Background: an optimization exercise with open tools, aiming at small area and few clock cycles per item. Do not read the settings as production practice. In this exercise RTL edits were held to simulation tests only and were not proved equivalent to the original. Power is estimated from default activity; no workload was simulated.

===== flow/config.mk =====
export PLATFORM = sky130hd
export DESIGN_NAME = IS42S16320D
export DESIGN_NICKNAME = IS42S16320D
export VERILOG_FILES = /design/flow/design.v
export SDC_FILE = /design/flow/constraint.sdc
export NUM_CORES = 4
export LEC_CHECK = 0
export CAP_MARGIN = 0
export CORE_MARGIN = 2
export CORE_UTILIZATION = 40
export SLEW_MARGIN = 0

===== flow/design.v =====
module IS42S16320D(
  input            ipClk,  
  input            ipReset,
  input      [24:0]ipAddress,
  input      [ 1:0]ipByteEnable,
  output reg       opWaitRequest,
  input      [15:0]ipWriteData,
  input            ipWrite,
  input            ipRead,
  output reg [15:0]opReadData,
  output reg       opReadDataValid,
  output           opCKE,
  output reg       opnCS,
  output reg       opnRAS,
  output reg       opnCAS,
  output reg       opnWE,
  output reg [12:0]opA,
  output reg [ 1:0]opBA,
  output reg [ 1:0]opDQM,
  output reg [15:0]opDQ,
  output reg       opDQ_en,
  input      [15:0]ipDQ
);
assign opCKE = 1'b1;
reg [ 9:0]RefreshCount;
reg [ 4:0]InitCount;     
reg       Busy;          
reg [ 1:0]RasWait;       
reg [ 3:0]BankOpen;
reg [ 3:0]BankCur;       
reg [12:0]RowOpen;
reg [ 3:0]ReadPipe;      
wire Tick     = &RefreshCount;
wire Window   = ~|RefreshCount[9:5] & ~(RefreshCount[4] & |RefreshCount[3:0]);
wire Slot5    = ~|RefreshCount[9:4] & (RefreshCount[3:0] == 4'd5);
wire Slot11   = ~|RefreshCount[9:4] & (RefreshCount[3:0] == 4'd11);
wire Ready    = InitCount[4];
wire InitRef  = InitCount[3] & (InitCount[2] ^ (InitCount[1] & InitCount[0]));
wire InitMRS  = ~InitCount[4] & (&InitCount[3:0]);
wire Active   = InitRef | InitMRS | Ready;
wire Request  = ipRead | ipWrite;
wire [1:0]Bank = ipAddress[11:10];
wire RowHit   = ipAddress[24:12] == RowOpen;
wire AnyOpen  = |BankOpen;
wire BankHit  = BankCur[Bank] & RowHit;
wire Serve    = Ready & ~Window & Request & ~Busy;
wire WriteOk  = ~ReadPipe[2] & ~ReadPipe[3] & (~ReadPipe[0] | &ipByteEnable);
wire NeedPre  = Serve & BankOpen[Bank] & ~BankHit;
wire DoRW     = Serve & BankHit & (ipRead | WriteOk);
wire DoAct    = Serve & ~BankOpen[Bank];
wire DoPre    = ((Active & Window & AnyOpen & ~Busy) | NeedPre) & ~|RasWait;
wire DoRef    = (InitRef | Ready) & (Slot5 | Slot11);
wire DoMRS    = InitMRS & Slot5;
always @(*) begin
  opWaitRequest   = ~DoRW & (Request | ~Ready);
  opReadData      = ipDQ;
  opReadDataValid = ReadPipe[2];
  opnCS  = 1'b0;
  opnRAS = ~(DoAct | DoPre | DoRef | DoMRS);
  opnCAS = ~(DoRW | DoRef | DoMRS);
  opnWE  = ~((DoRW & ipWrite) | DoPre | DoMRS);
  opBA        = Bank & {2{Ready}};
  opA[12:11]  = ipAddress[24:23] & {2{Ready}};
  opA[10]     = DoPre | (Ready & ~BankOpen[Bank] & ipAddress[22]);
  opA[ 9: 0]  = ~Ready  ? 10'h030 :
                BankHit ? ipAddress[9:0] : ipAddress[21:12];
  opDQ    = ipWriteData;
  opDQM   = ~ipByteEnable & {2{~ReadPipe[0]}};
  opDQ_en = ipWrite & ~ReadPipe[2] & ~ReadPipe[3];
end
always @(posedge ipClk) begin
  if(ipReset) begin
    InitCount    <= 0;
    BankOpen     <= 4'hF;  
  end else begin
    if(Tick & ~Ready) InitCount <= InitCount + 1'b1;
    if(DoPre) begin
      BankOpen <= 4'h0;
      BankCur  <= 4'h0;
    end else if(DoAct) begin
      BankOpen[Bank] <= 1'b1;
      if(RowHit) BankCur[Bank] <= 1'b1;
      else       BankCur       <= 4'h1 << Bank;
    end
  end
  RefreshCount <= RefreshCount + 1'b1;
  Busy <= DoAct | DoPre;
  if(DoAct)                RasWait <= 2'd3;
  else if(DoRW & ipWrite)  RasWait <= 2'd1;
  else if(|RasWait)        RasWait <= RasWait - 1'b1;
  ReadPipe <= {ReadPipe[2:0], DoRW & ipRead};
  if(DoAct) RowOpen <= ipAddress[24:12];
end
endmodule

===== flow/standard.sh =====
#!/bin/bash
# synth_recipe.tcl (not shown) runs the flow's synth.tcl, then flattens the netlist and writes it again
# the make line also repeats each setting of config.mk as NAME=value (left out here)
make -C /OpenROAD-flow-scripts/flow DESIGN_CONFIG=/design/flow/config.mk WORK_HOME=/design/flow/orfs CLKGATE_MAP_FILE= SYNTH_SCRIPT=/design/flow/synth_recipe.tcl "${@:-finish}"

===== flow/constraint.sdc =====
create_clock -name core_clock -period 10.0 [get_ports {ipClk}]
set_input_delay 2.0000 -clock core_clock [delete_from_list [all_inputs] [get_ports {ipClk}]]
set_output_delay 2.0000 -clock core_clock [all_outputs]
set_load 0.01 [all_outputs]

===== flow/flow/run.sh =====
#!/bin/bash
# Standard ORFS layout, with the smallest buffer for the port buffers.
set -euo pipefail
export BUFFER_PORTS_ARGS="-buffer_cell sky130_fd_sc_hd__buf_1"
bash standard.sh > standard.log 2>&1

==> impl_metrics.csv, run 1 <==
group,metric,value,unit
yosys,mappedNetlistArea,2400,um2
clock_network,clkLatencyLatePin,300,ps
worst_setup_path,endpoint,"opnWE",
timing,clock_skew,9.19,ps
routing,ant_nets,0,
timing,worst_slack,3790,ps
yosys,synthXorXnorAreaFrac,9.14,%
place,dp_slack,3700,ps
clock_network,cts_resized,0,
routing,avgRoutedWirePerCell,13.6,um
yosys,synthMuxAreaShare,6.48,%
timing,max_freq,161,MHz
final_layout,areaGrowthSynthToFinish,5.22,%
worst_setup_path,r2r_start,"InitCount[4]",
yosys,netlist.area_leader.share,21.7,%
yosys,synth-simple-area-share,17.9,%
routing,routed_via_density,4.96,
worst_setup_path,crit_chain,"buf_1 -> xor2_1 -> nor4_1 -> nand2_1 -> nor3b_4 -> o41ai_4 -> and3b_1 -> buf_1",
yosys,yosys.cell_types.count,45,
final_layout,nets,327,
final_layout,final_area,2520,um2
floorplan,fp.dieW,81.4,um
floorplan,core-area,5850,um2
place,post-dp-hpwl,3.54,mm
timing,tns,0,ps
timing,fin_crit_sh,62.1,%
place,globalplace.congestion,0.799,
timing,rsz0062_at_grt,"false",
worst_setup_path,r2r_cells,5,
worst_hold_path,hold_path.class,"reg2reg",
routing,wl,4.55,mm
yosys,synth_top_family_by_area,"simple AND/OR/NAND/NOR gates",
timing,tightest_slew,907,ps
clock_network,cts.sinks,43,
final_layout,diodes,0,
worst_setup_path,critPathTopFamily,"simple AND/OR/NAND/NOR gates",
power,irDropWorstVdd,0.0000741,V
worst_setup_path,cp_num_buf_inv,2,
worst_setup_path,required,8000,ps
power,p_leak,0.000900,uW
yosys,synth_edf_count,17,
worst_setup_path,cp-startpoint,"ipAddress[22]",
yosys,ys_seq_area_share,43.0,%
worst_setup_path,rrSetupSlack,7290,ps
worst_setup_path,critPathKind,"in2out",
routing,drt-pass1-iter-count,4,
power,power.total,369,uW
global_route,grt_pass1_vias,1558,
clock_network,cts_max_level,2,
routing,drt_iter0_markers,53,
worst_setup_path,path_depth,8,
floorplan,rows,28,
timing,whs,325,ps
timing,min_period,6210,ps
timing,hold_viol_final,0,
yosys,syn_nets,305,
clock_network,post_cts_buffers,0,
clock_network,cts_hold_buf,0,
place,portBuffers,53,
yosys,yosys.area.top_type,"dfxtp_1",
clock_network,cts_root_buf,"clkbuf_8",
clock_network,clk_path_buf_depth,2,
global_route,track_usage,13.8,%
worst_setup_path,cp_common_cell,"buf_1",
yosys,synth_fa_ha_area_share,2.61,%
power,p_per_area,146,nW/um2
worst_setup_path,cp_slowest_cell,"nor3b_4",
routing,vias,1662,
clock_network,cts.clk_slew.worst_paths,90,ps
routing,drc,0,
worst_setup_path,rr_endpoint,"BankCur[1]",
place,dpl-instance-area,2410,um2
yosys,synth_compound_area_share,7.78,%
timing,setup_viol,0,
yosys,ys.flop_type,"dfxtp_1",
timing,slew_violations,0,
floorplan,initial_core_util,41.0,%
yosys,synthCells,237,
worst_setup_path,worstSetupEndpointType,"output port",
clock_network,cts_buffers,5,
floorplan,io-pin-count,120,
yosys,ys_ff_latch,43,
worst_setup_path,critical_path_arrival,4210,ps
global_route,grt_overflow,0,
yosys,yosysWarnings,1,
worst_setup_path,slowest_delay,790,ps
floorplan,fp.dieH,81.4,um
worst_setup_path,critical_path.max_fanout,15,
floorplan,dieArea,6630,um2
global_route,grt_max_degree,18,
clock_network,cts_tree,"built",
final_layout,drive_gt1_share,7.31,%
global_route,grt_pass1_wl,6.91,mm
yosys,synthArstFlopShare,0,%
worst_setup_path,crit_path_start_kind,"primary input",
run,drv_cap,0,
yosys,avgSynthCellArea,10.1,um2
timing,maxSlewHeadroom,39.5,%
global_route,antenna_found_initial,0,
run_status,outcome,"finished clean",
yosys,synthTopCellsByArea,"dfxtp_1, edfxtp_1, buf_4",
-- report_power, final --
group	internal, uW	leakage (uW)	switching (uW)	total [uW]
clock network	74.3	0.0000581	60.2	135
registers	188	0.000365	5.46	193
logic	17.3	0.000477	23.6	41.0
total	279	0.000900	89.3	369
-- cell type report --
cell class                 count  area (um2)
fill                         576        3330
multi-input combinational    150        1060
sequential                    43        1030
timing repair buffer          54         206
tap                           75        93.8
clock buffer                   5        68.8
clock inverter                 3        43.8
inverter                       5        18.8
-- worst min-delay path by stage --
stage / end / startpoint / slack (ps) / cells after the start
6_report: ReadPipe[2] / ReadPipe[1] / 320 / 0
2_1_floorplan: ReadPipe[2] / ReadPipe[1] / 310 / 0
3_3_place_gp: ReadPipe[2] / ReadPipe[1] / 310 / 0
5_1_grt: ReadPipe[2] / ReadPipe[1] / 330 / 0
4_1_cts: ReadPipe[2] / ReadPipe[1] / 330 / 0
3_5_place_dp: ReadPipe[2] / ReadPipe[1] / 320 / 0
-- layer usage --
layer | vias up | routed length [um] | share of wire, % | track usage (%)
met5 | - | 0 | 0 | 0
met4 | 0 | 70 | 1.5 | 4.92
met3 | 9 | 345 | 7.6 | 4.44
met2 | 64 | 2160 | 48 | 24.2
met1 | 771 | 1970 | 43 | 15.8
li1 | 818 | - | - | -
-- cells by family after synthesis --
family | after synthesis
AND/OR/NAND/NOR | 81
buffers and inverters | 44
other | 2
multiplexers | 13
XOR/XNOR | 25
flip-flops | 43
AO/OA/AOI/OAI | 24
adder cells (fa/ha/maj) | 5
-- layout by cell type (no fill, tap or decap), types with 5 or more instances in the layout --
| master | instances |
|---|---|
| a21oi_1 | 9 |
| buf_1 | 53 |
| clkbuf_8 | 5 |
| dfxtp_1 | 26 |
| edfxtp_1 | 17 |
| ha_1 | 5 |
| mux2i_1 | 11 |
| nand2_1 | 13 |
| nand3_1 | 7 |
| nor2_1 | 31 |
| xnor2_1 | 7 |
| xor2_1 | 18 |
-- synthesized netlist by cell type (3+ instances only) --
master,instances
nor4_1,3
dfxtp_1,26
buf_4,35
nand3_1,7
nor2_1,31
mux2i_1,11
edfxtp_1,17
o21ai_1,3
xnor2_1,7
and2_1,4
xor2_1,18
a21oi_1,9
nand2_1,13
ha_1,5
nor2b_1,3
inv_1,4
and3_1,3
nand4_1,4
-- stage by stage --
stage / utilization, % / cells
final: 43.1 / 335
after global routing: 43.1 / 335
after CTS: 43.1 / 335
after detailed placement: 41.2 / 327
after global placement: 41.2 / 327
after floorplan: - / 237
-- registers in the layout, indices dropped and copies added, names as in the netlist --
name	flops
InitCount	5
Busy	1
ReadPipe	4
BankCur	4
RasWait	2
BankOpen	4
RowOpen	13
RefreshCount	10
-- worst reg2reg max path: stages (launching register included) --
cell and delay (ps):
dfxtp_1 630, inv_2 240, nor4_4 500, nand2_1 160, o41ai_4 610, o21a_1 280
Testbench counts, summed over its fixed seeds: cycles 66,518, items 24,000.
==> run 2, diff against run 1 <==
--- a/flow/config.mk
+++ b/flow/config.mk
@@ -7,5 +7,5 @@
 export LEC_CHECK = 0
-export CAP_MARGIN = 0
+export CAP_MARGIN = 20
 export CORE_MARGIN = 2
 export CORE_UTILIZATION = 40
-export SLEW_MARGIN = 0
+export SLEW_MARGIN = 20
==> impl_metrics.csv, run 2 <==
group,metric,value,unit
floorplan,io-pin-count,120,
routing,avgRoutedWirePerCell,13.6,um
final_layout,largest_reg_flops,13,
timing,clock_skew,9.19,ps
timing,fin_crit_sh,62.1,%
worst_setup_path,required,8000,ps
final_layout,final_cell_mix,"buf_1, nor2_1, dfxtp_1, xor2_1, edfxtp_1",
routing,ant_nets,0,
power,swShare,24.2,%
worst_setup_path,crit_path_start_kind,"primary input",
yosys,synthCells,237,
floorplan,core-area,5850,um2
clock_network,cts.clk_slew.worst_paths,90,ps
clock_network,cts_root_buf,"clkbuf_8",
clock_network,cts_max_level,2,
timing,min_period,6210,ps
routing,drt_iter0_markers,53,
clock_network,cts_hold_buf,0,
floorplan,fp.dieH,81.4,um
timing,worst_slack,3790,ps
clock_network,cts_buffers,5,
final_layout,drive_gt1_share,7.31,%
yosys,synthTopCellsByArea,"dfxtp_1, edfxtp_1, buf_4",
final_layout,diodes,0,
run_status,outcome,"finished clean",
worst_setup_path,critPathKind,"in2out",
clock_network,post_cts_buffers,0,
global_route,track_usage,13.8,%
timing,tightest_slew,907,ps
power,p_int,279,uW
clock_network,cts_resized,0,
yosys,ys_seq_area_share,43.0,%
routing,drc,0,
yosys,synth_edf_count,17,
global_route,grt_pass1_vias,1558,
global_route,grt_overflow,0,
yosys,mappedNetlistArea,2400,um2
timing,maxSlewHeadroom,39.5,%
worst_setup_path,worstSetupEndpointType,"output port",
routing,wl,4.55,mm
yosys,post-synth-top-count-cell,"buf_4",
routing,drt-pass1-iter-count,4,
floorplan,fp.dieW,81.4,um
power,pwr-share-comb,11.1,%
yosys,ys.flop_type,"dfxtp_1",
routing,routed_via_density,4.96,
final_layout,areaGrowthSynthToFinish,5.22,%
yosys,syn_nets,305,
final_layout,largestRegisters,"RowOpen: 13 flops, RefreshCount: 10 flops, InitCount: 5 flops",
clock_network,clkLatencyLatePin,300,ps
timing,hold_viol_final,0,
yosys,netlist.area_leader.share,21.7,%
routing,vias,1662,
place,globalplace.congestion,0.799,
yosys,synthArstFlopShare,0,%
final_layout,layout_commonest_cell,"buf_1",
power,irDropWorstVdd,0.0000741,V
power,seqPwrFrac,52.4,%
global_route,grt_pass1_wl,6.91,mm
yosys,yosys.area.top_type,"dfxtp_1",
final_layout,largest_register,"RowOpen",
power,power.switching,89.3,uW
timing,whs,325,ps
floorplan,rows,28,
worst_hold_path,hold_path.class,"reg2reg",
final_layout,nets,327,
timing,max_freq,161,MHz
place,post-dp-hpwl,3.54,mm
clock_network,cts_tree,"built",
yosys,ys_ff_latch,43,
worst_setup_path,critical_path_arrival,4210,ps
power,p_leak,0.000900,uW
yosys,avgSynthCellArea,10.1,um2
floorplan,initial_core_util,41.0,%
clock_network,clk_path_buf_depth,2,
timing,setup_viol,0,
global_route,grt_max_degree,18,
power,power.share.clock,36.5,%
place,dp_slack,3700,ps
run,drv_cap,0,
timing,rsz0062_at_grt,"false",
power,p_per_area,146,nW/um2
yosys,synth_commonest_cells,"buf_4, nor2_1, dfxtp_1, xor2_1, edfxtp_1",
yosys,yosys.cell_types.count,45,
yosys,yosysWarnings,1,
worst_setup_path,critical_path.max_fanout,15,
timing,slew_violations,0,
timing,tns,0,ps
floorplan,dieArea,6630,um2
place,portBuffers,53,
clock_network,cts.sinks,43,
global_route,antenna_found_initial,0,
-- run 2: layout make-up --
| type | instances | area, um2 |
|---|---|---|
| multi-input combinational | 150 | 1060 |
| clock inverter | 3 | 43.8 |
| fill | 576 | 3330 |
| clock buffer | 5 | 68.8 |
| inverter | 5 | 18.8 |
| sequential | 43 | 1030 |
| tap | 75 | 93.8 |
| timing repair buffer | 54 | 206 |
-- run 2: logic make-up (layout without fill, tap and decap cells) --
logic type      after synthesis  count (layout)  share of synthesized area (%)
flops                        43              43                           43.0
mux                          13              13                           6.48
xor+xnor                     25              25                           9.14
other cells                   2               2                          0.313
compound gates               24              24                           7.78
buf+inv                      44              67                           12.8
simple gates                 81              81                           17.9
fa+ha+maj                     5               5                           2.61
-- run 2: worst paths after layout --
check                                   start           to  slack, ps  cells after the start
worst max-delay path            ipAddress[22]        opnWE       3790                      8
worst min-delay path              ReadPipe[1]  ReadPipe[2]        320                      0
worst max register to register   InitCount[4]   BankCur[1]       7290                      5
worst min register to register    ReadPipe[1]  ReadPipe[2]        320                      0
-- run 2: stage by stage --
stage / utilization (%) / power (uW) / instance area (um2) / std cells
after detailed placement: 41.2 / 239 / 2410 / 327
after global routing: 43.1 / 385 / 2520 / 335
final: 43.1 / 369 / 2520 / 335
after floorplan: - / 237 / 2400 / 237
after CTS: 43.1 / 372 / 2520 / 335
after global placement: 41.2 / 237 / 2410 / 327
-- run 2: routing by layer --
layer  share of wire, %  vias up  track usage, %
li1                   -      818               -
met1                 43      771            15.8
met2                 48       64            24.2
met3                7.6        9            4.44
met4                1.5        0            4.92
met5                  0        -               0
-- run 2: critical path: stages --
cell and delay, ps:
buf_1 120, xor2_1 150, nor4_1 270, nand2_1 170, nor3b_4 790, o41ai_4 290, and3b_1 260, buf_1 140
-- run 2: power by group through the flow --
stage	logic, uW	registers (uW)	clock network, uW
finish	41.0	193	135
global placement	40.6	197	0
detailed placement	41.3	197	0
floorplan	41.9	195	0
CTS	41.6	193	137
global route	46.6	194	144
==> run 3, diff against run 2 <==
==> flow/flow/run.sh (replaced) <==
#!/bin/bash
set -euo pipefail
export BUFFER_PORTS_ARGS="-buffer_cell sky130_fd_sc_hd__buf_1"
export RECOVER_POWER=100
bash standard.sh > standard.log 2>&1
==> impl_metrics.csv, run 3 <==
group,metric,value,unit
run_status,outcome,"complete, but fails checks",
run_status,so.violations,"max-capacitance violations, max-slew violations",
clock_network,cts.sinks,43,
routing,wl,4.57,mm
clock_network,cts.clk_slew.worst_paths,90,ps
clock_network,cts_tree,"built",
floorplan,io-pin-count,120,
timing,hold_viol_final,0,
yosys,post-synth-top-count-cell,"buf_4",
power,power.total,368,uW
timing,slew_violations,16,
timing,maxSlewHeadroom,-76.5,%
worst_setup_path,critPathKind,"in2out",
yosys,ys_ff_latch,43,
worst_setup_path,cp_common_cell,"buf_1",
yosys,syn_nets,305,
place,globalplace.congestion,0.799,
routing,vias,1674,
place,dpl-instance-area,2410,um2
power,p_leak,0.000882,uW
run,drv_cap,1,
worst_setup_path,cp_slowest_cell,"nor3b_1",
global_route,grt_max_degree,18,
timing,whs,324,ps
floorplan,initial_core_util,41.0,%
floorplan,fp.dieW,81.4,um
yosys,yosysWarnings,1,
yosys,ys_seq_area_share,43.0,%
timing,clock_skew,7.75,ps
clock_network,cts_max_level,2,
clock_network,cts_resized,0,
global_route,antenna_found_initial,0,
final_layout,final_cell_mix,"buf_1, nor2_1, dfxtp_1, xor2_1, edfxtp_1",
yosys,synthCells,237,
routing,avgRoutedWirePerCell,13.6,um
clock_network,cts_buffers,5,
worst_setup_path,critical_path.max_fanout,15,
timing,min_period,7620,ps
clock_network,cts_hold_buf,0,
final_layout,nFillCells,580,
final_layout,nets,327,
final_layout,final_area,2510,um2
worst_setup_path,crit_chain,"buf_1 -> xor2_1 -> nor4_1 -> nand2_1 -> nor3b_1 -> nand3_1 -> and3b_1 -> buf_1",
yosys,yosys.cell_types.count,45,
timing,tightest_slew,2640,ps
routing,ant_nets,0,
clock_network,post_cts_buffers,0,
yosys,synth_edf_count,17,
power,p_per_area,147,nW/um2
place,post-dp-hpwl,3.54,mm
yosys,synthArstFlopShare,0,%
worst_hold_path,hold_path.class,"reg2reg",
yosys,ys.flop_type,"dfxtp_1",
clock_network,clk_path_buf_depth,2,
global_route,track_usage,13.8,%
worst_setup_path,cp_num_buf_inv,2,
routing,drc,0,
final_layout,largest_reg_flops,13,
worst_setup_path,slowest_delay,2050,ps
worst_setup_path,critPathTopFamily,"simple AND/OR/NAND/NOR gates",
final_layout,diodes,0,
floorplan,rows,28,
timing,rsz0062_at_grt,"false",
yosys,synth_commonest_cells,"buf_4, nor2_1, dfxtp_1, xor2_1, edfxtp_1",
floorplan,dieArea,6630,um2
timing,fin_crit_sh,76.2,%
global_route,grt_pass1_wl,6.91,mm
yosys,yosys.area.top_type,"dfxtp_1",
global_route,grt_overflow,0,
power,irDropWorstVdd,0.0000742,V
floorplan,fp.dieH,81.4,um
clock_network,clkLatencyLatePin,300,ps
routing,drt_iter0_markers,42,
final_layout,largest_register,"RowOpen",
floorplan,core-area,5850,um2
timing,tns,0,ps
yosys,mappedNetlistArea,2400,um2
clock_network,cts_root_buf,"clkbuf_8",
yosys,synthTopCellsByArea,"dfxtp_1, edfxtp_1, buf_4",
final_layout,areaGrowthSynthToFinish,4.60,%
yosys,avgSynthCellArea,10.1,um2
final_layout,drive_gt1_share,6.54,%
routing,routed_via_density,5.00,
worst_setup_path,required,8000,ps
final_layout,largestRegisters,"RowOpen: 13 flops, RefreshCount: 10 flops, InitCount: 5 flops",
timing,setup_viol,0,
worst_setup_path,critical_path_arrival,5620,ps
place,portBuffers,53,
global_route,grt_pass1_vias,1558,
timing,max_freq,131,MHz
final_layout,final_util,42.8,%
routing,drt-pass1-iter-count,4,
worst_setup_path,crit_path_start_kind,"primary input",
final_layout,layout_commonest_cell,"buf_1",
worst_setup_path,worstSetupEndpointType,"output port",
yosys,netlist.area_leader.share,21.7,%
-- run 3: cell counts after synthesis --
No cell type changed its count.
-- run 3: logic make-up after synthesis --
family | share of synthesized area [%]
simple gates | 17.9
other cells | 0.313
compound gates | 7.78
buf+inv | 12.8
flops | 43.0
mux | 6.48
xor+xnor | 9.14
fa+ha+maj | 2.61
-- run 3: per-stage QoR --
stage,std cells,setup slack (ps)
after floorplan,237,4340
after global placement,327,3760
after detailed placement,327,3700
after CTS,335,3730
after global routing,335,1950
final,335,2380
-- run 3: final cells by class --
cell class	instances	area (um2)	share of cell area [%]
timing repair buffer	54	203	8.09
clock buffer	5	68.8	2.75
tap	75	93.8	3.74
multi-input combinational	150	1050	41.8
inverter	5	18.8	0.749
sequential	43	1030	41.1
clock inverter	3	43.8	1.75
-- run 3: path summary, 6_finish.rpt --
path / startpoint / endpoint / slack (ps) / cells after the start
worst max-delay path: ipAddress[22] / opnWE / 2380 / 8
worst min-delay path: ReadPipe[1] / ReadPipe[2] / 320 / 0
worst max register to register: RowOpen[2] / BankCur[1] / 5920 / 6
worst min register to register: ReadPipe[1] / ReadPipe[2] / 320 / 0
-- run 3: worst register-to-register path, delay by kind of cell (launching register included) --
kind / cells / cell delay, ps
DFF: 1 / 390
and+or+nand+nor: 3 / 2460
AOI/OAI and AO/OA: 2 / 800
xor gates and xnor gates: 1 / 170
-- run 3: metal layers --
metal  vias to the layer above  part of all wire (%)  global-route usage, %
met5                         -                     0                      0
met4                         0                   1.6                   4.92
met3                         9                   7.4                   4.44
met2                        61                    48                   24.2
met1                       784                    43                   15.8
li1                        820                     -                      -
-- run 3: power breakdown --
group	internal (uW)	switching [uW]	leakage [uW]	total [uW]
registers	188	5.46	0.000365	193
clock network	74.3	59.9	0.0000581	134
logic	17.0	23.4	0.000460	40.4
==> run 4, diff against run 3 <==
--- a/flow/flow/run.sh
+++ b/flow/flow/run.sh
@@ -4,2 +4,3 @@
 export RECOVER_POWER=100
+export CTS_ARGS="-sink_clustering_enable -repair_clock_nets -sink_clustering_size 50 -sink_clustering_max_diameter 1000 -root_buf sky130_fd_sc_hd__clkbuf_8 -buf_list sky130_fd_sc_hd__clkbuf_8"
 bash standard.sh > standard.log 2>&1
==> impl_metrics.csv, run 4 <==
group,metric,value,unit
clock_network,clk_path_buf_depth,2,
yosys,ys_ff_latch,43,
timing,fin_crit_sh,76.2,%
worst_setup_path,required,8000,ps
routing,drt_iter0_markers,42,
place,post-dp-hpwl,3.54,mm
timing,setup_viol,0,
clock_network,post_cts_buffers,0,
routing,avgRoutedWirePerCell,13.6,um
yosys,yosys.cell_types.count,45,
final_layout,nets,327,
yosys,yosys.area.top_type,"dfxtp_1",
place,globalplace.congestion,0.799,
routing,ant_nets,0,
timing,min_period,7620,ps
global_route,grt_pass1_wl,6.91,mm
worst_setup_path,r2r_cells,6,
yosys,netlist.area_leader.share,21.7,%
final_layout,nFillCells,580,
timing,clock_skew,7.75,ps
final_layout,drive_gt1_share,6.54,%
floorplan,fp.dieW,81.4,um
floorplan,initial_core_util,41.0,%
clock_network,cts_max_level,2,
yosys,ys_seq_area_share,43.0,%
final_layout,largestRegisters,"RowOpen: 13 flops, RefreshCount: 10 flops, InitCount: 5 flops",
clock_network,cts_hold_buf,0,
run_status,so.violations,"max-capacitance violations, max-slew violations",
power,p_leak,0.000882,uW
yosys,synthCells,237,
timing,worst_slack,2380,ps
clock_network,cts_buffers,5,
yosys,synthTopCellsByArea,"dfxtp_1, edfxtp_1, buf_4",
worst_setup_path,r2r_start,"RowOpen[2]",
clock_network,cts_root_buf,"clkbuf_8",
timing,tns,0,ps
final_layout,areaGrowthSynthToFinish,4.60,%
final_layout,largest_register,"RowOpen",
yosys,synth_commonest_cells,"buf_4, nor2_1, dfxtp_1, xor2_1, edfxtp_1",
power,irDropWorstVdd,0.0000742,V
clock_network,cts.clk_slew.worst_paths,90,ps
clock_network,clkLatencyLatePin,300,ps
yosys,synthArstFlopShare,0,%
yosys,yosysWarnings,1,
final_layout,diodes,0,
floorplan,fp.dieH,81.4,um
yosys,mappedNetlistArea,2400,um2
final_layout,largest_reg_flops,13,
timing,hold_viol_final,0,
global_route,grt_max_degree,18,
clock_network,cts.sinks,43,
worst_setup_path,cp-startpoint,"ipAddress[22]",
run_status,outcome,"complete, but fails checks",
worst_hold_path,hp-start,"ReadPipe[1]",
yosys,syn_nets,305,
worst_setup_path,worstSetupEndpointType,"output port",
yosys,post-synth-top-count-cell,"buf_4",
final_layout,seq_area,1030,um2
worst_setup_path,endpoint,"opnWE",
run,drv_cap,1,
timing,maxSlewHeadroom,-76.5,%
place,portBuffers,53,
floorplan,dieArea,6630,um2
yosys,avgSynthCellArea,10.1,um2
routing,vias,1674,
worst_setup_path,critical_path_arrival,5620,ps
floorplan,core-area,5850,um2
worst_setup_path,critPathKind,"in2out",
routing,wl,4.57,mm
worst_setup_path,crit_path_start_kind,"primary input",
routing,routed_via_density,5.00,
clock_network,cts_tree,"built",
worst_setup_path,rr_endpoint,"BankCur[1]",
yosys,ys.flop_type,"dfxtp_1",
final_layout,multiInputGateArea,1050,um2
floorplan,io-pin-count,120,
place,dp_slack,3700,ps
routing,drc,0,
global_route,antenna_found_initial,0,
clock_network,cts_resized,0,
final_layout,layout_commonest_cell,"buf_1",
floorplan,rows,28,
final_layout,final_cell_mix,"buf_1, nor2_1, dfxtp_1, xor2_1, edfxtp_1",
worst_hold_path,hold_path.class,"reg2reg",
global_route,grt_pass1_vias,1558,
global_route,track_usage,13.8,%
routing,drt-pass1-iter-count,4,
global_route,grt_overflow,0,
worst_setup_path,critical_path.max_fanout,15,
yosys,synth_edf_count,17,
timing,rsz0062_at_grt,"false",
timing,max_freq,131,MHz
timing,tightest_slew,2640,ps
worst_setup_path,rrSetupSlack,5920,ps
power,p_per_area,147,nW/um2
timing,slew_violations,16,
[run 4: cell counts after synthesis]
Identical to the previous run, type by type.
[run 4: cells by family (layout without fill, tap and decap cells)]
logic type	Yosys count	count (layout)	share of synthesized area, %
simple gates	81	81	17.9
buf+inv	44	67	12.8
flops	43	43	43.0
xor+xnor	25	25	9.14
compound gates	24	24	7.78
mux	13	13	6.48
fa+ha+maj	5	5	2.61
other cells	2	2	0.313
[run 4: worst min path at each step]
stage / to / cells after the start / slack [ps]
floorplan: ReadPipe[2] / 0 / 310
detailed placement: ReadPipe[2] / 0 / 320
CTS: ReadPipe[2] / 0 / 330
global placement: ReadPipe[2] / 0 / 310
finish: ReadPipe[2] / 0 / 320
global route: ReadPipe[2] / 0 / 330
[run 4: routing by layer]
metal	vias up	part of all wire, %	global-route usage (%)
li1	820	-	-
met1	784	43	15.8
met2	61	48	24.2
met3	9	7.4	4.44
met4	0	1.6	4.92
met5	-	0	0
[run 4: critical path: stages]
cell,delay [ps]
buf_1,120
xor2_1,150
nor4_1,270
nand2_1,130
nor3b_1,2050
nand3_1,420
and3b_1,350
buf_1,120
[run 4: report_power, final]
part	leakage [uW]	internal, uW	switching, uW
sequential	0.000365	188	5.46
clock	0.0000581	74.3	59.9
combinational	0.000460	17.0	23.4
[run 4: through the flow]
step                area (um2)  cells  util (%)  hold WS [ps]  total power (uW)
finish                    2510    335      42.8           324               368
global route              2510    335      42.8           333               384
CTS                       2520    335      43.1           335               372
detailed placement        2410    327      41.2           318               239
global placement          2410    327      41.2           312               237
floorplan                 2400    237         -           310               237
[run 4: final cells by class]
| cell class | count | share of cell area (%) |
|---|---|---|
| Clock buffer | 5 | 2.75 |
| Clock inverter | 3 | 1.75 |
| Inverter | 5 | 0.749 |
| Multi-Input combinational cell | 150 | 41.8 |
| Sequential cell | 43 | 41.1 |
| Tap cell | 75 | 3.74 |
| Timing Repair Buffer | 54 | 8.09 |
==> run 5, diff against run 4 <==
==> flow/flow/run.sh (replaced) <==
#!/bin/bash
# Standard ORFS layout, with the smallest buffer for the port buffers and
# the synthesized logic set to its smallest drive strengths before floorplan.
set -euo pipefail
here=$(cd "$(dirname "$0")" && pwd)
export BUFFER_PORTS_ARGS="-buffer_cell sky130_fd_sc_hd__buf_1"
export PRE_FLOORPLAN_TCL="$here/downsize.tcl"
bash standard.sh > standard.log 2>&1
==> flow/flow/downsize.tcl (new file) <==
# Before floorplan: set every combinational cell to its smallest drive
# strength; the flow's own repair steps size up what timing, slew or
# capacitance then needs.
set n 0
foreach inst [get_cells *] {
  set cell [get_property $inst ref_name]
  if {![regexp {^(sky130_fd_sc_hd__[a-z0-9]+)_([0-9]+)$} $cell -> base drv]} { continue }
  if {[string match "*__df*" $base] || [string match "*__edf*" $base] || [string match "*__sdf*" $base] || [string match "*__dl*" $base] || [string match "*clk*" $base] || [string match "*conb*" $base]} { continue }
  if {$drv <= 1} { continue }
  set lc [get_lib_cells -quiet */${base}_1]
  if {[llength $lc] == 0} { continue }
  if {[get_property [lindex $lc 0] dont_use]} { continue }
  replace_cell $inst [lindex $lc 0]
  incr n
}
puts "downsize.tcl: $n cells set to drive strength 1"
==> impl_metrics.csv, run 5 <==
group,metric,value,unit
run_status,outcome,"finished clean",
power,p_leak,0.000893,uW
worst_setup_path,r2r_cells,6,
worst_setup_path,crit_path_start_kind,"primary input",
routing,routed_via_density,4.86,
worst_hold_path,min_to,"ReadPipe[2]",
power,p_per_area,137,nW/um2
yosys,syn_nets,305,
final_layout,largestRegisters,"RowOpen: 13 flops, RefreshCount: 10 flops, InitCount: 5 flops",
clock_network,clkLatencyLatePin,290,ps
final_layout,layout_commonest_cell,"buf_1",
timing,fin_crit_sh,58.7,%
worst_setup_path,cp_common_cell,"buf_1",
floorplan,fp.dieW,78.0,um
place,portBuffers,53,
place,globalplace.congestion,0.821,
worst_setup_path,rr_endpoint,"BankCur[3]",
worst_hold_path,hp-start,"ReadPipe[1]",
floorplan,rows,26,
clock_network,cts_root_buf,"clkbuf_8",
floorplan,dieArea,6090,um2
routing,top_layer,"met4",
final_layout,final_util,47.2,%
global_route,grt_pass1_vias,1529,
routing,met3_length,324,um
final_layout,diodes,0,
worst_hold_path,whs_path_depth,0,
clock_network,cts_max_level,2,
worst_setup_path,required,8000,ps
yosys,yosysWarnings,1,
final_layout,largest_reg_flops,13,
timing,max_freq,170,MHz
routing,avgRoutedWirePerCell,12.6,um
routing,drc,0,
place,dp.cells,325,
place,post-dp-hpwl,3.17,mm
worst_setup_path,rrSetupSlack,7430,ps
clock_network,cts_hold_buf,0,
global_route,grt_pass1_wl,6.80,mm
global_route,antenna_found_initial,0,
floorplan,core-area,5200,um2
routing,vias,1619,
worst_setup_path,cp_slowest_cell,"mux4_1",
routing,dr_wl_met2,1.87,mm
routing,wl,4.21,mm
global_route,grt_max_degree,18,
floorplan,initial_core_util,42.1,%
final_layout,nets,330,
timing,rsz0062_at_grt,"false",
final_layout,fin_cells,333,
place,dpl-instance-area,2370,um2
final_layout,largest_register,"RowOpen",
clock_network,cts.sinks,43,
timing,setup_viol,0,
timing,clock_skew,2.72,ps
floorplan,io-pin-count,120,
worst_setup_path,critical_path.max_fanout,13,
yosys,synthCells,237,
timing,slew_violations,0,
global_route,grt_overflow,0,
clock_network,cts.clk_slew.worst_paths,70,ps
routing,ant_nets,0,
worst_setup_path,r2r_start,"InitCount[4]",
routing,drt_iter0_markers,31,
routing,wirelength_met1,1.94,mm
final_layout,final_cell_mix,"buf_1, nor2_1, dfxtp_1, xor2_1, edfxtp_1",
worst_hold_path,hold_path.class,"reg2reg",
power,irDropWorstVdd,0.0000757,V
clock_network,clk_path_buf_depth,2,
final_layout,nFillCells,519,
routing,drt-pass1-iter-count,4,
worst_setup_path,slowest_delay,600,ps
clock_network,cts_buffers,5,
timing,whs,331,ps
worst_setup_path,critPathKind,"in2out",
clock_network,cts_resized,0,
worst_setup_path,critical_path_arrival,3870,ps
clock_network,post_cts_buffers,0,
final_layout,final_area,2460,um2
run,drv_cap,0,
clock_network,cts_tree,"built",
worst_setup_path,worstSetupEndpointType,"output port",
final_layout,drive_gt1_share,4.94,%
global_route,track_usage,14.0,%
timing,tns,0,ps
final_layout,multiInputGateArea,1010,um2
final_layout,seq_area,1030,um2
floorplan,fp.dieH,78.0,um
timing,hold_viol_final,0,
timing,min_period,5870,ps
worst_setup_path,crit_chain,"buf_1 -> mux4_1 -> nor3b_2 -> o41ai_2 -> buf_4 -> and3b_1 -> buf_1",
==> run 5: critical path, delay by kind of cell <==
kind                   cells  cell delay (ps)
AO/OA/AOI/OAI              1              270
buffers and inverters      3              610
multiplexers               1              600
AND/OR/NAND/NOR            2              380
==> run 5: report_power, final <==
group / switching (uW) / leakage [uW] / internal, uW
sequential: 4.92 / 0.000365 / 188
clock: 54.1 / 0.0000452 / 49.9
combinational: 22.7 / 0.000483 / 17.0
==> run 5: stage by stage <==
stage	total power [uW]	setup slack, ps
global route	354	4020
floorplan	228	4040
finish	336	4130
CTS	341	4110
global placement	236	4150
detailed placement	236	4130
==> run 5: final cells by class <==
type | count | share of cell area [%]
Multi-Input combinational cell | 150 | 41.0
Clock inverter | 1 | 0.204
Inverter | 5 | 0.764
Sequential cell | 43 | 42.0
Tap cell | 70 | 3.56
Clock buffer | 7 | 3.16
Timing Repair Buffer | 57 | 9.32
==> run 5: how the worst max path moves through the flow <==
stage,slack (ps),endpoint,start,cells after the start
after floorplan,4040,opA[10],ipAddress[10],6
after global placement,4150,opnWE,ipAddress[10],7
after detailed placement,4130,opnWE,ipAddress[10],7
after CTS,4110,opnWE,ipAddress[10],7
after global routing,4020,opnWE,ipAddress[10],7
final,4130,opnWE,ipAddress[10],7
==> run 5: layer usage <==
layer	up-vias	GRT usage, %
li1	826	-
met1	719	16.5
met2	58	22.6
met3	16	5.06
met4	0	6.49
met5	-	0
==> run 6, diff against run 5 <==
--- a/flow/flow/downsize.tcl
+++ b/flow/flow/downsize.tcl
@@ -3,2 +3,3 @@
 # capacitance then needs.
+remove_buffers
 set n 0
--- a/flow/config.mk
+++ b/flow/config.mk
@@ -10,2 +10,3 @@
 export CORE_UTILIZATION = 40
+export GPL_TIMING_DRIVEN = 0
 export SLEW_MARGIN = 20
==> impl_metrics.csv, run 6 <==
group,metric,value,unit
worst_setup_path,crit_path_start_kind,"primary input",
power,p_leak,0.000883,uW
worst_setup_path,required,8000,ps
timing,clock_skew,6.08,ps
worst_setup_path,critPathKind,"in2out",
run_status,outcome,"finished clean",
final_layout,areaGrowthSynthToFinish,20.0,%
power,p_int,253,uW
yosys,syn_nets,266,
clock_network,cts.sinks,43,
worst_setup_path,cp-startpoint,"ipAddress[10]",
worst_setup_path,critical_path.max_fanout,8,
floorplan,core-area,5010,um2
clock_network,cts_hold_buf,0,
final_layout,fin_cells,332,
global_route,grt_pass1_vias,1466,
power,irDropWorstVdd,0.0000785,V
timing,rsz0062_at_grt,"false",
global_route,grt_max_degree,19,
global_route,grt_pass1_wl,7.68,mm
final_layout,final_cell_mix,"buf_1, nor2_1, dfxtp_1, xor2_1, edfxtp_1",
routing,drt-pass1-iter-count,4,
routing,ant_nets,0,
place,post-dp-hpwl,4.19,mm
timing,whs,331,ps
final_layout,largestRegisters,"RowOpen: 13 flops, RefreshCount: 10 flops, InitCount: 5 flops",
final_layout,drive_gt1_share,4.96,%
global_route,track_usage,19.2,%
power,swShare,25.8,%
yosys,mappedNetlistArea,2050,um2
timing,max_freq,152,MHz
power,seqPwrFrac,56.4,%
timing,tightest_slew,1100,ps
final_layout,final_util,49.0,%
final_layout,nets,329,
clock_network,cts_tree,"built",
worst_setup_path,crit_chain,"buf_1 -> mux4_1 -> nor3b_2 -> buf_4 -> buf_4 -> o41ai_2 -> buf_4 -> and3b_1 -> buf_1",
timing,tns,0,ps
timing,slew_violations,0,
worst_setup_path,r2r_start,"InitCount[4]",
global_route,antenna_found_initial,0,
place,globalplace.congestion,0.770,
clock_network,cts_max_level,2,
timing,min_period,6580,ps
floorplan,dieArea,5700,um2
global_route,grt_overflow,0,
routing,wl,5.39,mm
routing,drc,0,
worst_setup_path,worstSetupEndpointType,"output port",
final_layout,largest_register,"RowOpen",
routing,avgRoutedWirePerCell,16.2,um
yosys,avgSynthCellArea,10.3,um2
worst_hold_path,hold_path.class,"reg2reg",
worst_setup_path,cp_num_buf_inv,5,
final_layout,diodes,0,
worst_setup_path,critical_path_arrival,4580,ps
place,portBuffers,53,
clock_network,cts_resized,0,
yosys,yosysWarnings,1,
final_layout,layout_commonest_cell,"buf_1",
yosys,synthCells,198,
floorplan,fp.dieW,75.5,um
routing,routed_via_density,5.06,
clock_network,cts.clk_slew.worst_paths,80,ps
floorplan,fp.dieH,75.5,um
worst_setup_path,critPathTopFamily,"buffers and inverters",
clock_network,clkLatencyLatePin,300,ps
place,dp.cells,324,
clock_network,post_cts_buffers,0,
final_layout,largest_reg_flops,13,
power,pwr-share-comb,11.4,%
run,drv_cap,0,
worst_setup_path,cp_common_cell,"buf_4",
floorplan,rows,26,
power,power.share.clock,32.2,%
power,p_per_area,139,nW/um2
clock_network,clk_path_buf_depth,2,
worst_hold_path,hp-start,"ReadPipe[1]",
clock_network,cts_buffers,5,
clock_network,cts_root_buf,"clkbuf_8",
floorplan,io-pin-count,120,
worst_setup_path,slowest_delay,590,ps
floorplan,initial_core_util,40.8,%
routing,drt_iter0_markers,60,
power,power.switching,88.1,uW
timing,maxSlewHeadroom,25.9,%
timing,setup_viol,0,
timing,hold_viol_final,0,
worst_setup_path,cp_slowest_cell,"mux4_1",
timing,fin_crit_sh,65.8,%
routing,vias,1679,
[run 6: through the flow]
stage | cell area, um2 | power (uW) | setup WS [ps]
global route | 2450 | 357 | 3280
global placement | 2330 | 234 | 1790
floorplan | 2050 | 219 | 3190
detailed placement | 2370 | 236 | 3420
CTS | 2450 | 344 | 3380
finish | 2450 | 341 | 3420
[run 6: power groups by stage]
stage	Combinational [uW]	Clock, uW	Sequential (uW)
global placement	37.9	0	196
floorplan	24.2	0	195
finish	38.8	110	192
CTS	39.5	112	193
global route	44.3	119	193
detailed placement	39.3	0	197
[run 6: worst paths after layout]
kind / cells after the start / slack, ps / to
max: 9 / 3420 / opnWE
min: 0 / 330 / ReadPipe[2]
min reg2reg: 0 / 330 / ReadPipe[2]
max reg2reg: 4 / 6650 / BankCur[3]
[run 6: area by class of cell]
type / count / area [um2]
clock buffer: 6 / 72.6
sequential: 43 / 1030
timing repair buffer: 56 / 221
inverter: 5 / 18.8
clock inverter: 2 / 12.5
fill: 508 / 2550
multi-input combinational: 150 / 1010
tap: 70 / 87.6
[run 6: per-layer routing]
metal / wire length, um / global-route usage, % / part of all wire [%]
met5: 78 / 12.0 / 1.4
met1: 2330 / 22.1 / 43
met3: 921 / 17.3 / 17
met2: 1970 / 24.1 / 37
met4: 85 / 6.82 / 1.6
==> run 7, diff against run 6 <==
--- a/flow/flow/run.sh
+++ b/flow/flow/run.sh
@@ -7,2 +7,3 @@
 export PRE_FLOORPLAN_TCL="$here/downsize.tcl"
+export CTS_ARGS="-repair_clock_nets -dont_use_dummy_load -root_buf sky130_fd_sc_hd__clkbuf_16 -buf_list sky130_fd_sc_hd__clkbuf_16"
 bash standard.sh > standard.log 2>&1
--- a/flow/flow/downsize.tcl
+++ b/flow/flow/downsize.tcl
@@ -3,3 +3,2 @@
 # capacitance then needs.
-remove_buffers
 set n 0
--- a/flow/config.mk
+++ b/flow/config.mk
@@ -10,3 +10,2 @@
 export CORE_UTILIZATION = 40
-export GPL_TIMING_DRIVEN = 0
 export SLEW_MARGIN = 20
==> impl_metrics.csv, run 7 <==
group,metric,value,unit
final_layout,largest_reg_flops,13,
floorplan,core-area,5200,um2
clock_network,clkLatencyLatePin,280,ps
timing,clock_skew,6.95,ps
worst_setup_path,crit_path_start_kind,"primary input",
floorplan,io-pin-count,120,
power,power.switching,82.3,uW
routing,drt-pass1-iter-count,4,
global_route,grtUsageMet3,3.68,%
power,power.share.clock,38.0,%
timing,tns,0,ps
run,drv_cap,0,
power,seqPwrFrac,51.4,%
global_route,grt_pass1_wl,6.75,mm
place,dp_slack,4130,ps
final_layout,nets,330,
clock_network,cts_hold_buf,0,
routing,ant_nets,0,
routing,routed_via_density,4.93,
run_status,outcome,"finished clean",
global_route,antenna_found_initial,0,
power,irDropWorstVdd,0.0000968,V
floorplan,fp.dieW,78.0,um
clock_network,cts_resized,0,
timing,hold_viol_final,0,
power,swShare,21.9,%
timing,rsz0062_at_grt,"false",
floorplan,fp.dieH,78.0,um
worst_hold_path,hold_path.class,"reg2reg",
final_layout,largestRegisters,"RowOpen: 13 flops, RefreshCount: 10 flops, InitCount: 5 flops",
worst_setup_path,worstSetupEndpointType,"output port",
place,globalplace.congestion,0.821,
global_route,grt_max_degree,18,
timing,slew_violations,0,
yosys,yosysWarnings,1,
global_route,gr-usage-met2,22.4,%
power,p_leak,0.000909,uW
timing,whs,327,ps
power,pwr-share-comb,10.6,%
final_layout,diodes,0,
timing,setup_viol,0,
final_layout,final_util,48.0,%
floorplan,initial_core_util,42.1,%
global_route,gr-usage-met1,16.5,%
clock_network,cts_tree,"built",
place,dpl-instance-area,2370,um2
routing,avgRoutedWirePerCell,12.7,um
routing,vias,1626,
final_layout,final_area,2500,um2
clock_network,cts.clk_slew.worst_paths,60,ps
place,portBuffers,53,
timing,min_period,5870,ps
place,post-dp-hpwl,3.17,mm
power,p_per_area,150,nW/um2
clock_network,post_cts_buffers,0,
global_route,grt_pass1_vias,1531,
clock_network,clk_path_buf_depth,2,
yosys,synthCells,237,
worst_setup_path,critical_path.max_fanout,13,
power,p_int,293,uW
final_layout,nFillCells,510,
clock_network,cts_root_buf,"clkbuf_16",
worst_setup_path,critical_path_arrival,3870,ps
clock_network,cts_max_level,2,
floorplan,dieArea,6090,um2
final_layout,drive_gt1_share,4.23,%
clock_network,cts_buffers,5,
final_layout,final_cell_mix,"buf_1, nor2_1, dfxtp_1, xor2_1, edfxtp_1",
worst_setup_path,critPathKind,"in2out",
routing,drc,0,
routing,drt_iter0_markers,59,
global_route,grt.busiest_layer,"met2",
timing,max_freq,170,MHz
worst_setup_path,required,8000,ps
final_layout,layout_commonest_cell,"buf_1",
routing,wl,4.19,mm
timing,fin_crit_sh,58.7,%
timing,worst_slack,4130,ps
floorplan,rows,26,
final_layout,multiInputGateArea,1010,um2
yosys,syn_nets,305,
global_route,grt_overflow,0,
final_layout,seq_area,1030,um2
final_layout,largest_register,"RowOpen",
global_route,track_usage,13.6,%
clock_network,cts.sinks,43,
==> run 7: worst paths after layout <==
check | end | cells after the start | slack [ps] | startpoint
worst max-delay path | opnWE | 7 | 4130 | ipAddress[10]
worst min-delay path | ReadPipe[2] | 0 | 330 | ReadPipe[1]
worst max register to register | BankCur[3] | 6 | 7440 | InitCount[4]
worst min register to register | ReadPipe[2] | 0 | 330 | ReadPipe[1]
==> run 7: layout make-up <==
| cell class | instances | area share, % |
|---|---|---|
| repair buffers | 57 | 9.16 |
| well taps | 70 | 3.50 |
| clock buffers | 5 | 5.01 |
| flip-flops and latches | 43 | 41.2 |
| inverters | 5 | 0.751 |
| multi-input cells | 150 | 40.3 |
==> run 7: per-layer routing <==
metal  up-vias  part of all wire, %
li1        828                    -
met1       721                   46
met2        59                   45
met3        18                  7.0
met4         0                  2.1
met5         -                    0
==> run 7: critical path, cell delays in order <==
cell and delay [ps]:
buf_1 260, mux4_1 600, nor3b_2 190, o41ai_2 270, buf_4 240, and3b_1 190, buf_1 120
==> run 7: power groups by stage <==
stage | clock network, uW | logic [uW] | registers, uW
floorplan | 0 | 33.7 | 195
global placement | 0 | 39.6 | 197
detailed placement | 0 | 39.8 | 197
CTS | 148 | 40.2 | 193
global route | 153 | 44.8 | 193
finish | 143 | 39.7 | 193
==> run 7: stage by stage <==
step | cells | total power, uW
finish | 330 | 375
global route | 330 | 391
CTS | 330 | 381
detailed placement | 325 | 236
global placement | 325 | 236
floorplan | 237 | 228
==> run 8, diff against run 7 <==
--- a/flow/flow/run.sh
+++ b/flow/flow/run.sh
@@ -7,3 +7,3 @@
 export PRE_FLOORPLAN_TCL="$here/downsize.tcl"
-export CTS_ARGS="-repair_clock_nets -dont_use_dummy_load -root_buf sky130_fd_sc_hd__clkbuf_16 -buf_list sky130_fd_sc_hd__clkbuf_16"
+export CTS_ARGS="-repair_clock_nets -dont_use_dummy_load -sink_clustering_enable -sink_clustering_size 100 -sink_clustering_max_diameter 2000 -sink_clustering_levels 0 -root_buf sky130_fd_sc_hd__clkbuf_16 -buf_list sky130_fd_sc_hd__clkbuf_16"
 bash standard.sh > standard.log 2>&1
==> impl_metrics.csv, run 8 <==
group,metric,value,unit
run_status,outcome,"finished clean",
routing,wl,4.19,mm
power,power.total,375,uW
final_layout,nFillCells,510,
yosys,syn_nets,305,
worst_setup_path,critPathKind,"in2out",
global_route,grt_pass1_wl,6.75,mm
routing,vias,1626,
final_layout,largest_reg_flops,13,
worst_setup_path,required,8000,ps
routing,routed_via_density,4.93,
clock_network,clkLatencyLatePin,280,ps
routing,drt_iter0_markers,59,
timing,hold_viol_final,0,
global_route,grt_max_degree,18,
final_layout,final_cell_mix,"buf_1, nor2_1, dfxtp_1, xor2_1, edfxtp_1",
worst_setup_path,critical_path.max_fanout,13,
clock_network,post_cts_buffers,0,
global_route,grt_overflow,0,
clock_network,cts_buffers,5,
floorplan,fp.dieW,78.0,um
global_route,grt.busiest_layer,"met2",
final_layout,largest_register,"RowOpen",
power,irDropWorstVdd,0.0000968,V
routing,drc,0,
floorplan,fp.dieH,78.0,um
timing,tns,0,ps
clock_network,clk_path_buf_depth,2,
timing,slew_violations,0,
routing,avgRoutedWirePerCell,12.7,um
timing,worst_slack,4130,ps
clock_network,cts_resized,0,
floorplan,rows,26,
final_layout,multiInputGateArea,1010,um2
clock_network,cts_tree,"built",
timing,setup_viol,0,
power,p_per_area,150,nW/um2
power,p_leak,0.000909,uW
place,portBuffers,53,
clock_network,cts.clk_slew.worst_paths,60,ps
final_layout,layout_commonest_cell,"buf_1",
timing,clock_skew,6.95,ps
routing,ant_nets,0,
run,drv_cap,0,
floorplan,dieArea,6090,um2
global_route,gr-usage-met2,22.4,%
final_layout,drive_gt1_share,4.23,%
final_layout,largestRegisters,"RowOpen: 13 flops, RefreshCount: 10 flops, InitCount: 5 flops",
floorplan,initial_core_util,42.1,%
global_route,grtUsageMet3,3.68,%
final_layout,seq_area,1030,um2
worst_setup_path,critical_path_arrival,3870,ps
clock_network,cts_hold_buf,0,
place,globalplace.congestion,0.821,
timing,fin_crit_sh,58.7,%
clock_network,cts.sinks,43,
timing,whs,327,ps
clock_network,cts_root_buf,"clkbuf_16",
timing,rsz0062_at_grt,"false",
final_layout,diodes,0,
final_layout,nets,330,
timing,min_period,5870,ps
yosys,synthCells,237,
global_route,grt_pass1_vias,1531,
routing,drt-pass1-iter-count,4,
global_route,gr-usage-met1,16.5,%
clock_network,cts_max_level,2,
global_route,antenna_found_initial,0,
worst_setup_path,crit_path_start_kind,"primary input",
floorplan,core-area,5200,um2
floorplan,io-pin-count,120,
global_route,track_usage,13.6,%
yosys,yosysWarnings,1,
place,dp_slack,4130,ps
timing,max_freq,170,MHz
worst_hold_path,hold_path.class,"reg2reg",
worst_setup_path,worstSetupEndpointType,"output port",
place,post-dp-hpwl,3.17,mm
-- run 8: through the flow --
| step | cells | util (%) | instance area, um2 |
|---|---|---|---|
| 2_1_floorplan | 237 | - | 2190 |
| 3_3_place_gp | 325 | 45.6 | 2370 |
| 3_5_place_dp | 325 | 45.6 | 2370 |
| 4_1_cts | 330 | 48.0 | 2500 |
| 5_1_grt | 330 | 48.0 | 2500 |
| 6_report | 330 | 48.0 | 2500 |
-- run 8: cell type report --
class	instances	share of cell area (%)
Clock buffer	5	5.01
Inverter	5	0.751
Multi-Input combinational cell	150	40.3
Sequential cell	43	41.2
Tap cell	70	3.50
Timing Repair Buffer	57	9.16
-- run 8: path summary, 6_finish.rpt --
path | start | end | depth (start not counted) | slack [ps]
min | ReadPipe[1] | ReadPipe[2] | 0 | 330
max | ipAddress[10] | opnWE | 7 | 4130
max reg2reg | InitCount[4] | BankCur[3] | 6 | 7440
min reg2reg | ReadPipe[1] | ReadPipe[2] | 0 | 330
-- run 8: power by group --
group / leakage [uW] / internal [uW] / switching (uW)
clock network: 0.0000616 / 88.0 / 54.6
registers: 0.000365 / 188 / 4.89
logic: 0.000483 / 17.0 / 22.7
-- run 8: worst max-delay path, cell delays in order --
cell	delay [ps]
buf_1	260
mux4_1	600
nor3b_2	190
o41ai_2	270
buf_4	240
and3b_1	190
buf_1	120
-- run 8: metal layers --
layer  share of wire (%)  up-vias  routed length, um
li1                    -      828                  -
met1                  46      721               1940
met2                  45       59               1870
met3                 7.0       18                292
met4                 2.1        0                 89
met5                   0        -                  0
==> run 9, diff against run 8 <==
==> flow/flow/run.sh (replaced) <==
#!/bin/bash
# Standard ORFS layout, with the smallest buffer for the port buffers and
# the synthesized logic set to its smallest drive strengths before floorplan.
set -euo pipefail
here=$(cd "$(dirname "$0")" && pwd)
export BUFFER_PORTS_ARGS="-buffer_cell sky130_fd_sc_hd__buf_1"
export PRE_FLOORPLAN_TCL="$here/downsize.tcl"
export CTS_ARGS="-repair_clock_nets -dont_use_dummy_load -distance_between_buffers 1000 -branching_point_buffers_distance 1000 -root_buf sky130_fd_sc_hd__clkbuf_8 -buf_list sky130_fd_sc_hd__clkbuf_8"
bash standard.sh > standard.log 2>&1
==> impl_metrics.csv, run 9 <==
group,metric,value,unit
timing,max_freq,170,MHz
power,p_per_area,134,nW/um2
worst_setup_path,cp_common_cell,"buf_1",
worst_setup_path,critical_path.max_fanout,13,
power,power.total,328,uW
timing,slew_violations,0,
clock_network,cts.sinks,43,
clock_network,cts_buffers,5,
timing,min_period,5880,ps
worst_setup_path,critPathTopFamily,"buffers and inverters",
floorplan,rows,26,
worst_setup_path,required,8000,ps
clock_network,cts_root_buf,"clkbuf_8",
worst_setup_path,worstSetupEndpointType,"output port",
timing,clock_skew,10.7,ps
final_layout,largestRegisters,"RowOpen: 13 flops, RefreshCount: 10 flops, InitCount: 5 flops",
final_layout,largest_reg_flops,13,
place,globalplace.congestion,0.821,
final_layout,diodes,0,
clock_network,post_cts_buffers,0,
yosys,syn_nets,305,
worst_setup_path,critical_path_arrival,3880,ps
worst_setup_path,cp-startpoint,"ipAddress[10]",
routing,routed_via_density,4.93,
worst_setup_path,cp_slowest_cell,"mux4_1",
worst_setup_path,crit_path_start_kind,"primary input",
run,drv_cap,0,
routing,vias,1627,
timing,hold_viol_final,0,
clock_network,clkLatencyLatePin,290,ps
power,p_leak,0.000883,uW
final_layout,largest_register,"RowOpen",
routing,wl,4.20,mm
final_layout,final_cell_mix,"buf_1, nor2_1, dfxtp_1, xor2_1, edfxtp_1",
clock_network,cts_resized,0,
global_route,grt_max_degree,18,
worst_hold_path,hp-start,"ReadPipe[1]",
floorplan,fp.dieW,78.0,um
final_layout,drive_gt1_share,4.23,%
timing,fin_crit_sh,58.8,%
worst_hold_path,hold_path.class,"reg2reg",
timing,setup_viol,0,
floorplan,initial_core_util,42.1,%
global_route,grt_overflow,0,
worst_setup_path,crit_chain,"buf_1 -> mux4_1 -> nor3b_2 -> o41ai_2 -> buf_4 -> and3b_1 -> buf_1",
power,irDropWorstVdd,0.0000738,V
clock_network,cts_max_level,2,
worst_setup_path,critPathKind,"in2out",
floorplan,fp.dieH,78.0,um
global_route,grt_pass1_vias,1526,
run_status,outcome,"finished clean",
clock_network,cts.clk_slew.worst_paths,70,ps
routing,drc,0,
final_layout,nets,330,
yosys,yosysWarnings,1,
worst_setup_path,r2r_start,"InitCount[4]",
routing,ant_nets,0,
timing,tns,0,ps
clock_network,cts_tree,"built",
yosys,synthCells,237,
global_route,grt_pass1_wl,6.76,mm
worst_setup_path,slowest_delay,600,ps
routing,drt-pass1-iter-count,4,
routing,drt_iter0_markers,49,
global_route,track_usage,13.9,%
place,portBuffers,53,
floorplan,io-pin-count,120,
worst_setup_path,rrSetupSlack,7440,ps
worst_setup_path,cp_num_buf_inv,3,
timing,rsz0062_at_grt,"false",
clock_network,cts_hold_buf,0,
clock_network,clk_path_buf_depth,2,
global_route,antenna_found_initial,0,
floorplan,core-area,5200,um2
place,post-dp-hpwl,3.17,mm
routing,avgRoutedWirePerCell,12.7,um
final_layout,layout_commonest_cell,"buf_1",
floorplan,dieArea,6090,um2
==> run 9: area by class of cell <==
| type | instances | area [um2] |
|---|---|---|
| fill | 516 | 2760 |
| sequential | 43 | 1030 |
| multi-input combinational | 150 | 1010 |
| timing repair buffer | 57 | 229 |
| tap | 70 | 87.6 |
| clock buffer | 5 | 68.8 |
| inverter | 5 | 18.8 |
==> run 9: final timing paths <==
path                       to  depth (start not counted)
hold reg to reg   ReadPipe[2]                          0
hold / removal    ReadPipe[2]                          0
setup / recovery        opnWE                          7
setup reg to reg   BankCur[3]                          6
==> run 9: metrics by stage <==
step	hold slack (ps)	utilization [%]	cells	area (um2)	worst slack (ps)
6_report	331	46.9	330	2440	4120
2_1_floorplan	310	-	237	2190	4040
3_5_place_dp	316	45.6	325	2370	4130
3_3_place_gp	311	45.6	325	2370	4150
5_1_grt	344	46.9	330	2440	4020
4_1_cts	334	46.9	330	2440	4110
==> run 9: layer usage <==
layer / part of all wire (%) / global-route usage, %
met5: 0 / 0
met4: 2.3 / 6.49
met3: 7.5 / 5.06
met2: 44 / 22.4
met1: 46 / 16.4
==> run 9: report_power, final <==
part / leakage, uW / total [uW] / switching, uW / internal [uW]
registers: 0.000365 / 193 / 4.88 / 188
logic: 0.000483 / 39.7 / 22.8 / 17.0
clock network: 0.0000359 / 95.3 / 50.4 / 44.9
==> run 9: worst reg2reg max path, stage by stage (launching register included) <==
cell and delay (ps):
dfxtp_1 590, inv_1 310, nor4_1 410, buf_4 210, nor2b_1 200, buf_4 280, o21a_1 260
==> run 10, diff against run 9 <==
--- a/flow/flow/run.sh
+++ b/flow/flow/run.sh
@@ -7,3 +7,3 @@
 export PRE_FLOORPLAN_TCL="$here/downsize.tcl"
-export CTS_ARGS="-repair_clock_nets -dont_use_dummy_load -distance_between_buffers 1000 -branching_point_buffers_distance 1000 -root_buf sky130_fd_sc_hd__clkbuf_8 -buf_list sky130_fd_sc_hd__clkbuf_8"
+export CTS_ARGS="-sink_clustering_enable -repair_clock_nets -dont_use_dummy_load -sink_clustering_size 50 -sink_clustering_max_diameter 1000 -sink_clustering_levels 1"
 bash standard.sh > standard.log 2>&1
==> impl_metrics.csv, run 10 <==
group,metric,value,unit
run_status,outcome,"finished clean",
power,power.switching,78.1,uW
timing,setup_viol,0,
global_route,grt_overflow,0,
worst_setup_path,cp_common_cell,"buf_1",
worst_setup_path,required,8000,ps
clock_network,clk_path_buf_depth,2,
place,portBuffers,53,
worst_setup_path,critPathKind,"in2out",
routing,drc,0,
clock_network,cts_hold_buf,0,
clock_network,clkLatencyLatePin,290,ps
worst_setup_path,crit_chain,"buf_1 -> mux4_1 -> nor3b_2 -> o41ai_2 -> buf_4 -> and3b_1 -> buf_1",
floorplan,fp.dieH,78.0,um
routing,drt-pass1-iter-count,4,
final_layout,largest_reg_flops,13,
global_route,grt_pass1_vias,1526,
final_layout,layout_commonest_cell,"buf_1",
clock_network,cts_buffers,5,
final_layout,seq_area,1030,um2
worst_hold_path,whs_path_depth,0,
floorplan,rows,26,
worst_setup_path,slowest_delay,600,ps
timing,clock_skew,10.7,ps
final_layout,nFillCells,516,
global_route,grt_pass1_wl,6.76,mm
worst_setup_path,rrSetupSlack,7440,ps
clock_network,cts.sinks,43,
yosys,yosysWarnings,1,
routing,vias,1627,
global_route,track_usage,13.9,%
power,swShare,23.8,%
floorplan,core-area,5200,um2
global_route,grt_max_degree,18,
final_layout,nets,330,
timing,max_freq,170,MHz
final_layout,final_cell_mix,"buf_1, nor2_1, dfxtp_1, xor2_1, edfxtp_1",
timing,hold_viol_final,0,
final_layout,largest_register,"RowOpen",
place,dp.cells,325,
final_layout,final_util,46.9,%
worst_hold_path,hold_path.class,"reg2reg",
global_route,antenna_found_initial,0,
power,seqPwrFrac,58.8,%
floorplan,io-pin-count,120,
timing,whs,331,ps
yosys,synthCells,237,
final_layout,largestRegisters,"RowOpen: 13 flops, RefreshCount: 10 flops, InitCount: 5 flops",
clock_network,cts_resized,0,
worst_setup_path,r2r_start,"InitCount[4]",
clock_network,cts.clk_slew.worst_paths,70,ps
routing,wl,4.20,mm
worst_setup_path,r2r_cells,6,
timing,min_period,5880,ps
worst_setup_path,critical_path_arrival,3880,ps
clock_network,cts_root_buf,"clkbuf_8",
final_layout,multiInputGateArea,1010,um2
routing,ant_nets,0,
final_layout,fin_cells,330,
worst_hold_path,hp-start,"ReadPipe[1]",
power,p_int,250,uW
timing,fin_crit_sh,58.8,%
worst_setup_path,cp_slowest_cell,"mux4_1",
worst_setup_path,crit_path_start_kind,"primary input",
clock_network,cts_max_level,2,
floorplan,fp.dieW,78.0,um
run,drv_cap,0,
timing,tns,0,ps
power,pwr-share-comb,12.1,%
routing,routed_via_density,4.93,
place,post-dp-hpwl,3.17,mm
power,p_leak,0.000883,uW
worst_hold_path,min_to,"ReadPipe[2]",
timing,slew_violations,0,
timing,rsz0062_at_grt,"false",
routing,drt_iter0_markers,49,
final_layout,final_area,2440,um2
final_layout,drive_gt1_share,4.23,%
worst_setup_path,rr_endpoint,"BankCur[3]",
worst_setup_path,critical_path.max_fanout,13,
place,dpl-instance-area,2370,um2
final_layout,diodes,0,
clock_network,post_cts_buffers,0,
power,power.share.clock,29.1,%
floorplan,dieArea,6090,um2
floorplan,initial_core_util,42.1,%
yosys,syn_nets,305,
clock_network,cts_tree,"built",
worst_setup_path,worstSetupEndpointType,"output port",
routing,avgRoutedWirePerCell,12.7,um
power,p_per_area,134,nW/um2
place,globalplace.congestion,0.821,
power,irDropWorstVdd,0.0000738,V
## run 10: layout make-up
cell class                 count  area share, %
tap                           70           3.58
inverter                       5          0.768
sequential                    43           42.2
multi-input combinational    150           41.3
clock buffer                   5           2.82
timing repair buffer          57           9.37
## run 10: through the flow
step                setup WS [ps]  power, uW
floorplan                    4040        228
detailed placement           4130        236
global placement             4150        236
CTS                          4110        333
global route                 4020        345
finish                       4120        328
## run 10: worst max-delay path: cells and delay by family
| family | cells | cell delay (ps) |
|---|---|---|
| buf+inv | 3 | 620 |
| compound gates | 1 | 270 |
| mux | 1 | 600 |
| simple gates | 2 | 390 |
## run 10: power groups by stage
stage               combinational, uW  sequential (uW)  clock [uW]
global route                     44.8              193         107
CTS                              40.2              193        99.8
finish                           39.7              193        95.3
floorplan                        33.7              195           0
detailed placement               39.8              197           0
global placement                 39.6              197           0
## run 10: how the worst max path moves through the flow
stage                   from  slack (ps)  depth (start not counted)  endpoint
2_1_floorplan  ipAddress[10]        4040                          6   opA[10]
3_3_place_gp   ipAddress[10]        4150                          7     opnWE
3_5_place_dp   ipAddress[10]        4130                          7     opnWE
4_1_cts        ipAddress[10]        4110                          7     opnWE
5_1_grt        ipAddress[10]        4020                          7     opnWE
6_report       ipAddress[10]        4120                          7     opnWE
## run 10: metal layers
layer	wire, um	GRT usage [%]	vias to the layer above
li1	-	-	825
met1	1930	16.4	727
met2	1850	22.4	58
met3	315	5.06	17
met4	97	6.49	0
met5	0	0	-

port drivers added, routing unchanged:
The results above use ideal ports. As a check the final layouts listed here were re-extracted and re-timed, cells and wires unchanged. Step 1: set_driving_cell puts a clkbuf_16 on ipClk and a buf_2 on each other input, an assumption about the parent block. Step 2 also shifts input and output timing later by t, the mid clock arrival at the registers, as if the neighbouring blocks saw the same clock. Slacks: no drivers / after step 1 / after step 2; pairs: no drivers / after step 1.
| run | t (ns) | slack for setup (ns) | worst register clock-pin slew, ns | worst slew at a driven data input, ns | pins driven straight from the clock port |
|---|---|---|---|---|---|
| run 1 | 0.321 | 3.790 / 3.771 / 3.771 | 0.09 / 0.09 | 0.07 | 1 |
| run 2 | 0.321 | 3.790 / 3.771 / 3.771 | 0.09 / 0.09 | 0.07 | 1 |
| run 3 | 0.320 | 2.380 / 2.361 / 2.361 | 0.09 / 0.09 | 0.07 | 1 |
| run 4 | 0.320 | 2.380 / 2.361 / 2.361 | 0.09 / 0.09 | 0.07 | 1 |
| run 5 | 0.314 | 4.129 / 4.095 / 4.095 | 0.07 / 0.07 | 0.07 | 1 |
| run 6 | 0.319 | 3.425 / 3.400 / 3.400 | 0.08 / 0.08 | 0.13 | 1 |
| run 7 | 0.302 | 4.126 / 4.092 / 4.092 | 0.06 / 0.06 | 0.07 | 1 |
| run 8 | 0.302 | 4.126 / 4.092 / 4.092 | 0.06 / 0.06 | 0.07 | 1 |
| run 9 | 0.312 | 4.124 / 4.089 / 4.089 | 0.07 / 0.07 | 0.07 | 1 |
| run 10 | 0.312 | 4.124 / 4.089 / 4.089 | 0.07 / 0.07 | 0.07 | 1 |
